From an optimization exercise on the open Yosys and OpenROAD flow, aimed at small area, a short achievable clock period and few clock cycles; shortcuts taken in it are not production practice.
Function was checked by simulation only, so behaviour that the tests miss may differ from the original.
Power is estimated from default activity; no workload was simulated.

## MIPS_Multi_Cycle
module MIPS_Multi_Cycle
(
    input clk,
    input reset,
    input   [7:0] GPIO_i,
    output  [31:0] GPIO_o_hex,
    output  [9:0] rom_addr,
    input   [31:0] rom_data
);
reg  [9:0]  pc_f;         
reg  [9:0]  ra_q;         
reg         halted;
reg  [31:0] d_ir;
reg  [9:0]  d_pc;
reg  [9:0]  d_pt;         
reg         d_v;
reg  [9:0]  ras0, ras1;
reg  [31:0] e_a, e_b, e_sd;
reg  [9:0]  e_bt;         
reg         e_jr, e_jlate;
reg  [4:0]  e_rd;
reg         e_we, e_beq, e_lw, e_sw, e_mul, e_slt;
reg         e_sdl;
reg  [31:0] m_res, m_sd;
reg  [4:0]  m_rd;
reg         m_we, m_lw, m_sw, m_mul, m_rom, m_sdr;
reg         m_isport, m_isgpio, m_isram, m_ldram;
reg  [63:0] m_wsel;       
reg  [31:0] w_res;
reg  [4:0]  w_rd;
reg         w_we;
reg  [31:0] port_q;
reg  [31:0] port_rb;
reg         port_wr;      
reg  [7:0]  gpio_q;
assign rom_addr   = ra_q;
assign GPIO_o_hex = port_q;
wire       d_stall;       
reg        f_xs, f_xt;    
reg        f_ms, f_mt;    
reg        f_ws, f_wt;    
wire [4:0] d_rs = d_ir[25:21];
  ...
Size in the first run: ~11000 cells after synthesis, ~3700 flip-flops, ~84 I/O pins, roughly 0.15 mm² of cells after synthesis.
==> flow/config.mk <==
export PLATFORM = sky130hd
export DESIGN_NAME = MIPS_Multi_Cycle
export DESIGN_NICKNAME = MIPS_Multi_Cycle
export VERILOG_FILES = /design/flow/design.v
export SDC_FILE = /design/flow/constraint.sdc
export NUM_CORES = 8
export LEC_CHECK = 0
export ABC_CLOCK_PERIOD_IN_PS = 3000
export CAP_MARGIN = 30
export CORE_MARGIN = 2
export CORE_UTILIZATION = 60
export CTS_CLUSTER_DIAMETER = 90
export CTS_CLUSTER_SIZE = 27
export SLEW_MARGIN = 30
==> flow/constraint.sdc <==
create_clock -name core_clock -period 15.0 [get_ports {clk}]
set_input_delay 3.0000 -clock core_clock [delete_from_list [all_inputs] [get_ports {clk}]]
set_output_delay 3.0000 -clock core_clock [all_outputs]
set_load 0.01 [all_outputs]
standard.sh (not shown) runs the stock make flow with config.mk's settings and CLKGATE_MAP_FILE= SYNTH_SCRIPT=/design/flow/synth_recipe.tcl, a recipe that flattens the netlist after the stock synthesis.
==> flow/flow/run.sh <==
#!/bin/bash
set -euo pipefail
bash standard.sh SETUP_SLACK_MARGIN=10.5 finish > standard.log 2>&1
Testbench counts at the start, summed over its fixed seeds: cycles 508,117.
Next try:
--- a/flow/design.v
+++ b/flow/design.v
@@ -1123,24 +1123,35 @@
 wire m_late    = m_lw | m_mul;     
 wire stall_lu = (e_late & (((use_rs | is_jr) & ex_wr_rs) | (use_rt & ex_wr_rt))) |
                 (m_late & ((use_rs & mem_wr_rs) | ((use_rt | is_sw) & mem_wr_rt)));
 wire        ex_redir;      
 wire [9:0]  ex_tgt;
 wire        ex_rom;
 wire [9:0]  ex_ra;
 wire [31:0] x_res;
 wire [31:0] mem_res;
 assign d_stall = d_v & stall_lu;
 wire d_go    = d_v & ~d_stall & ~ex_redir;
 wire d_halt  = d_go & is_halt;
+wire [32:0] sum;
+wire        rs0  = (d_rs == 5'd0);
+wire        rt0  = (d_rt == 5'd0);
+wire        z_x  = rt0 ? ex_wr_rs  : ex_wr_rt;      
+wire        z_m  = rt0 ? mem_wr_rs : mem_wr_rt;     
+wire        bz   = is_beq & (rs0 | rt0) & (z_x | z_m);
+wire        z_ex = e_slt ? sum[32] :               
+              &(~(e_a ^ e_b ^ {(e_a[30:0] | e_b[30:0]), 1'b0}));    
+wire        z_is = z_x ? z_ex : (m_res == 32'b0);
+wire        d_btaken = d_go & bz & z_is;
+wire [9:0]  d_bt = d_pc + 10'd1 + d_ir[9:0];
 wire [4:0] rs_nx = d_stall ? d_rs : rom_data[25:21];
 wire [4:0] rt_nx = d_stall ? d_rt : rom_data[20:16];
 always @(posedge clk or negedge reset) begin
     if (!reset) begin
         f_xs <= 1'b0; f_xt <= 1'b0; f_ms <= 1'b0; f_mt <= 1'b0; f_ws <= 1'b0; f_wt <= 1'b0;
     end else begin
         f_xs <= d_go & wen & (wdest == rom_data[25:21]);
         f_xt <= d_go & wen & (wdest == rom_data[20:16]);
         f_ms <= e_we & (e_rd == rs_nx);
         f_mt <= e_we & (e_rd == rt_nx);
         f_ws <= m_we & (m_rd == rs_nx);
         f_wt <= m_we & (m_rd == rt_nx);
@@ -1154,83 +1165,84 @@
 wire [31:0] cval = is_jal ? link :
                    d_ir[27] ? {d_ir[15:0], 16'b0} :    
                    {24'b0, gpio_q};
 wire [31:0] d_b = const_b ? cval :
                   imm_b ? (is_slti ? ~sext : sext) : fwd_rt;
 wire [31:0] d_a = const_b ? 32'b0 : fwd_rs;
 wire       if_jmp  = (rom_data[31:27] == 5'b00001);
 wire       if_jal  = if_jmp & rom_data[26];
 wire       if_jr   = (rom_data[31:26] == 6'h00) & (rom_data[5:0] == 6'h08);
 wire [9:0] pc_inc1 = pc_f + 10'd1;
 wire [9:0] pc_seq  = if_jmp ? rom_data[9:0] : if_jr ? ras0 : pc_inc1;
 wire       pc_hold = d_stall | m_rom | halted | d_halt;
-wire       if_go   = ~(ex_redir | pc_hold);
+wire       if_go   = ~(ex_redir | d_btaken | pc_hold);
 wire [9:0] pc_next = ex_redir ? ex_tgt :
+                     d_btaken ? d_bt :
                      pc_hold  ? pc_f : pc_seq;
 always @(posedge clk or negedge reset) begin
     if (!reset) begin
         ras0 <= 10'd0;
         ras1 <= 10'd0;
     end else if (if_go & if_jal) begin
         ras0 <= pc_inc1;
         ras1 <= ras0;
     end else if (if_go & if_jr) begin
         ras0 <= ras1;
     end
 end
 always @(posedge clk or negedge reset) begin
     if (!reset) begin
         pc_f   <= 10'd0;
         ra_q   <= 10'd0;
         halted <= 1'b0;
         d_v    <= 1'b0;
     end else begin
         pc_f   <= pc_next;
         ra_q   <= ex_rom ? ex_ra : pc_next;
         if (d_halt) halted <= 1'b1;
         if (ex_redir | ~d_stall)
-            d_v <= ~(ex_redir | d_halt | halted | m_rom);
+            d_v <= ~(ex_redir | d_btaken | d_halt | halted | m_rom);
     end
 end
 always @(posedge clk) begin
     if (~d_stall) begin
         d_ir <= rom_data;
         d_pc <= pc_f;
         d_pt <= ras0;
     end
 end
 always @(posedge clk or negedge reset) begin
     if (!reset) begin
         e_we <= 1'b0; e_beq <= 1'b0; e_lw <= 1'b0; e_sw <= 1'b0; e_mul <= 1'b0;
         e_slt <= 1'b0; e_sdl <= 1'b0; e_jr <= 1'b0; e_jlate <= 1'b0;
     end else begin
         e_we   <= d_go & wen;
-        e_beq  <= d_go & is_beq;
+        e_beq  <= d_go & is_beq & ~bz;
         e_jr   <= d_go & is_jr;
         e_jlate <= m_late & mem_wr_rs;
         e_lw   <= d_go & is_lw;
         e_sw   <= d_go & is_sw;
         e_mul  <= d_go & is_mul;
         e_slt  <= is_slti;
         e_sdl  <= ex_wr_rt & e_late;
     end
 end
 always @(posedge clk) begin
     e_a  <= d_a;
     e_b  <= d_b;
     e_sd <= fwd_rt;
-    e_bt <= is_jr ? d_pt : d_pc + 10'd1 + d_ir[9:0];
+    e_bt <= is_jr ? d_pt : d_bt;
     e_rd <= wdest;
 end
-wire [32:0] sum = {1'b0, e_a} + {1'b0, e_b} + {32'b0, e_slt};
+assign sum = {1'b0, e_a} + {1'b0, e_b} + {32'b0, e_slt};
 assign x_res = e_slt ? {31'b0, ~sum[32]} : sum[31:0];
 wire [9:0] jr_t = e_jlate ? w_res[11:2] : e_a[11:2];
 assign ex_redir = (e_beq & (e_a == e_b)) | (e_jr & (jr_t != e_bt));
 assign ex_tgt   = e_jr ? jr_t : e_bt;
 wire x_port = (sum[31:0] == 32'h003F_FFC0);
 wire x_gpio = (sum[31:0] == 32'h003F_FFBC);
 wire x_ram  = (sum[31:16] >= 16'h1001);
 wire x_ldram = e_lw & x_ram;
 assign ex_rom = e_lw & ~x_port & ~x_gpio & ~x_ram;
 assign ex_ra  = sum[11:2];
 wire [63:0] x_wsel = 64'b1 << sum[7:2];
 wire [31:0] mul_p;
The changed run ran to the end with no violations. Global-route usage rose by 2.0 points. Final cell count rose by 0.70%. Via count rose by 2.4%. Power rose by 2.8%. Clock-buffer cell count rose by 19. Synthesized cell count rose by 0.42%. Clock skew rose by 0.014 ns. Wire length rose by 4.3%. Utilization rose by 0.34 points. Worst setup slack got worse by 0.088 ns. Non-clock buffer count rose by 37.
Testbench counts after the change, summed over its fixed seeds: cycles 499,189.

========
MIPS_Multi_Cycle, a different RTL version from the one above (not shown whole).
For scale: ~3700 flip-flops, ~84 I/O pins.
clock: 15.0 ns
lec_check: 0
abc_clock_period_in_ps: 3000
cap_margin: 30
core_margin: 2
core_utilization: 60
cts_cluster_diameter: 90
cts_cluster_size: 27
slew_margin: 30
Scripts as last shown in full above: flow/flow/run.sh
The starting point completed with no timing, DRC or antenna violations.
Testbench counts at the start, summed over its fixed seeds: cycles 499,189.
Change:
--- a/flow/design.v
+++ b/flow/design.v
@@ -1277,30 +1277,29 @@
     m_ldram  <= x_ldram;
     m_wsel   <= x_wsel;
     gpio_q   <= GPIO_i;
 end
 wire [31:0] st_d = m_sdr ? w_res : m_sd;
 wire [31:0] ram_q, io_q;
+wire [31:0] port_rd = port_rb & {32{port_wr}};    
 RAM_mem RAM (
     .clk(clk), .we(m_sw & m_isram), .wsel(m_wsel), .din(st_d), .dout(ram_q)
 );
 Memory_System MS (
     .is_port(m_isport), .is_gpio(m_isgpio),
-    .port_q(port_rb & {32{port_wr}}), .gpio_q(gpio_q), .io_q(io_q)
+    .port_q(port_rd), .gpio_q(gpio_q), .io_q(io_q)
 );
 assign mem_res = m_res;
 always @(posedge clk or negedge reset) begin
     if (!reset) begin
         port_q  <= 32'h0;
         port_wr <= 1'b0;
         w_we    <= 1'b0;
     end else begin
-        if (m_sw & m_isport) begin
-            port_q  <= st_d;
-            port_wr <= 1'b1;
-        end
+        port_q <= (m_sw & m_isport) ? st_d : port_rd;
+        if (m_sw & m_isport) port_wr <= 1'b1;
         w_we <= m_we;
     end
 end
 always @(posedge clk) begin
     if (m_sw & m_isport) port_rb <= st_d;
     w_res <= (ram_q & {32{m_ldram}}) | (rom_data & {32{m_rom}}) |
Outcome:
- The changed run finished with timing, DRC and antenna clean
- clock power increases by about 2%
- final area is lower by 0.34%
- die area hardly moves
- hold slack degrades by 0.0052 ns
- synthesized cell count increases by 0.86%
Testbench counts after the change, summed over its fixed seeds: cycles 499,189.

## static timing again, ports no longer ideal
No port has a modelled driver above. Below, the same layouts with a new extraction and two added sets of constraints. Step 1 assumes that a clkbuf_16 drives the clock port and a buf_2 every other input. Step 2 times the ports against the registers' clock, not the clock port: input delays grow and output delays shrink by t, the midpoint of the rising clock arrivals with the driver on. Three values: ideal, step 1, step 2; two values: the first two.
run | t (ns) | setup WS [ns] | latest minus earliest clock arrival (ns)
the first run of note 1 | 0.992 | 10.428 / 10.319 / 9.663 | 0.110 / 0.109
the second run of note 1 | 1.007 | 10.340 / 10.237 / 9.465 | 0.118 / 0.118
the first run of note 2 | 1.012 | 10.364 / 10.254 / 9.356 | 0.112 / 0.111
the second run of note 2 | 1.052 | 10.391 / 10.277 / 9.434 | 0.112 / 0.112
After both steps every run listed still meets setup and hold. The setup slack of the first run of note 2, which loses most, moves by -0.110 ns with the drivers and by -1.008 ns with both steps.
